What follows belongs to an exercise in optimizing a design on an open flow for small area and a short achievable clock period; a production flow would make more cautious choices.
The clock port is modelled as an ideal driver; clocking choices that lean on that would not hold on a real chip.
Power figures rest on the tool's default switching activity, not on a simulated workload.

==> flow/design.v <==
module sync_fifo_32x8 #(
  parameter DEPTH = 32,
  parameter WIDTH = 8
) (
  input clk, rst,
  input wr_en,
  input wire [WIDTH-1:0] din,
  output full,
  input rd_en,
  output reg [WIDTH-1:0] dout,
  output empty
);
  reg [WIDTH-1:0] fifo [0:DEPTH-1];
  reg [4:0] wr_ptr, rd_ptr;
  reg [7:0] rd_lo;             
  reg [3:0] rd_hi;             
  reg full_r, nempty_r;
  reg [7:0] wr_lo;             
  reg [3:0] wr_hi;             
  reg rd_byp;
  reg [WIDTH-1:0] wr_data;
  function [4:0] succ;
    input [4:0] p;
    succ = {p[3:0], p[4] ^ p[2] ^ (p[3:0] == 4'b0000)};
  endfunction
  wire [4:0] wr_nxt = succ(wr_ptr);
  wire [4:0] rd_nxt = succ(rd_ptr);
  wire almost_full  = (wr_nxt == rd_ptr);    
  wire almost_empty = (rd_nxt == wr_ptr);    
  wire wa = wr_en & ~full_r;
  wire ra = rd_en & nempty_r;
  wire [4:0] rd_new  = ra ? rd_nxt : rd_ptr;
  wire [7:0] lo_nxt = 8'd1 << rd_nxt[2:0];
  wire [3:0] hi_nxt = 4'd1 << rd_nxt[4:3];
  wire [3:0] hi_cur = 4'd1 << rd_ptr[4:3];
  wire       byp_new = wa & (~nempty_r | (almost_empty & ra));
  reg [WIDTH-1:0] rdata;
  integer i, j;
  always @* begin
    rdata = wr_data & {WIDTH{rd_byp}};
    for (i = 0; i < DEPTH; i = i + 1)
      rdata = rdata | (fifo[i] & {WIDTH{rd_hi[i >> 3] & rd_lo[i & 7]}});
  end
  always @(posedge clk or posedge rst) begin
    if (rst) begin
      wr_ptr   <= 5'd0;
      rd_ptr   <= 5'd0;
      rd_lo    <= 8'd1;
      rd_hi    <= 4'd1;
      full_r   <= 1'b0;
      nempty_r <= 1'b0;
      wr_hi    <= 4'd0;
      rd_byp   <= 1'b0;
      dout     <= {WIDTH{1'b0}};
    end else begin
      if (wa) wr_ptr <= wr_nxt;
      rd_ptr   <= rd_new;
      if (ra) rd_lo <= lo_nxt;
      rd_hi    <= (ra ? hi_nxt : hi_cur) & {4{~byp_new}};
      rd_byp   <= byp_new;
      wr_hi    <= wa ? (4'd1 << wr_ptr[4:3]) : 4'd0;
      if (ra) dout <= rdata;
      full_r   <= full_r ? ~ra : (almost_full & wa & ~ra);
      nempty_r <= nempty_r ? ~(almost_empty & ra & ~wa) : wa;
    end
  end
  always @(posedge clk) begin
    wr_data <= din;
    wr_lo   <= 8'd1 << wr_ptr[2:0];
    for (j = 0; j < DEPTH; j = j + 1)
      if (wr_hi[j >> 3] & wr_lo[j & 7]) fifo[j] <= wr_data;
  end
  assign full  = full_r;
  assign empty = ~nempty_r;
endmodule
export LEC_CHECK = 0
export CAP_MARGIN = 20
export CORE_MARGIN = 2
export CORE_UTILIZATION = 50
export CTS_CLUSTER_DIAMETER = 60
export CTS_CLUSTER_SIZE = 40
export PLACE_DENSITY = 0.65
export SETUP_SLACK_MARGIN = 1.5
export SLEW_MARGIN = 20
create_clock -name core_clock -period 3.3 [get_ports {clk}]
standard.sh (not shown) runs the stock make flow with config.mk's settings and CLKGATE_MAP_FILE= SYNTH_SCRIPT=/design/flow/synth_recipe.tcl, a recipe that flattens the netlist after the stock synthesis.
==> flow/flow/run.sh <==
#!/bin/bash
# Own layout flow: the standard ORFS flow with three changes.
#  - The platform's don't-use list is extended by flow/dont_use.txt's extra
#    cells (a slow single-size gate and the delay cells), for synthesis,
#    port buffering and repair.
#  - The CTS step's repair is replaced by flow/post_cts.tcl, which drops the
#    clock tree's root buffer (the clock port then drives the tree's two
#    first-level buffers) and repairs timing in a few passes.
# Each step's output goes to its own log here; ORFS's per-tool logs are under
# orfs/logs/.
set -euo pipefail
W=$PWD
DU="$(tr '\n' ' ' < "$W/flow/dont_use.txt")"
bash standard.sh synth "DONT_USE_CELLS=$DU" > "$W/run_synth.log" 2>&1
bash standard.sh floorplan place "DONT_USE_CELLS=$DU" > "$W/run_place.log" 2>&1
bash standard.sh cts "DONT_USE_CELLS=$DU" SKIP_CTS_REPAIR_TIMING=1 "POST_CTS_TCL=$W/flow/post_cts.tcl" > "$W/run_cts.log" 2>&1
bash standard.sh finish "DONT_USE_CELLS=$DU" SKIP_CTS_REPAIR_TIMING=1 "POST_CTS_TCL=$W/flow/post_cts.tcl" > "$W/run_finish.log" 2>&1
Other scripts of this flow, unchanged in this note and not shown: flow/flow/dont_use.txt, flow/flow/post_cts.tcl
The first run produced a clean layout.
Change:
--- a/flow/config.mk
+++ b/flow/config.mk
@@ -8,8 +8,8 @@
 export CAP_MARGIN = 20
 export CORE_MARGIN = 2
-export CORE_UTILIZATION = 50
+export CORE_UTILIZATION = 40
 export CTS_CLUSTER_DIAMETER = 60
 export CTS_CLUSTER_SIZE = 40
-export PLACE_DENSITY = 0.65
+export PLACE_DENSITY = 0.6
 export SETUP_SLACK_MARGIN = 1.5
 export SLEW_MARGIN = 20
After rerunning: Clock-buffer cell count grows by 4; final area grows by a few percent; cell count grows by roughly a tenth; via count shrinks slightly; non-clock buffer count grows by 16; global-route usage shrinks by 4.3 points; utilization shrinks by 10 points; clock skew barely changes; power grows by a few percent; die area grows by a quarter to a third; sequential share of layout area shrinks by 2.1 points.
Function was not checked in any run of this note: the RTL went through the layout flow alone.

afterwards: timing with drivers on the ports:
Ports are ideal in the flow. The routed layouts listed here were re-timed in OpenROAD. Step 1, drivers: a clkbuf_16 drives clk and a buf_2 each remaining input, both assumed. Step 2, shift: input delay + t, output delay - t, t = (earliest + latest rising clock arrival at the registers) / 2. This alone moves slack from input paths to output paths. Three values: ideal, step 1, step 2; two values: the first two.
run	t (ns)	setup WS [ns]	latest minus earliest clock arrival (ns)	slew at the worst register clock pin (ns)
the first run	0.442	1.509 / 1.509 / 1.293	0.019 / 0.019	0.10 / 0.10
the second run	0.456	1.450 / 1.450 / 1.242	0.021 / 0.022	0.09 / 0.09
After both steps every run listed still meets setup and hold. For the first run, which loses most, drivers alone change the setup slack by 0.000 ns; drivers and shift together by -0.216 ns.
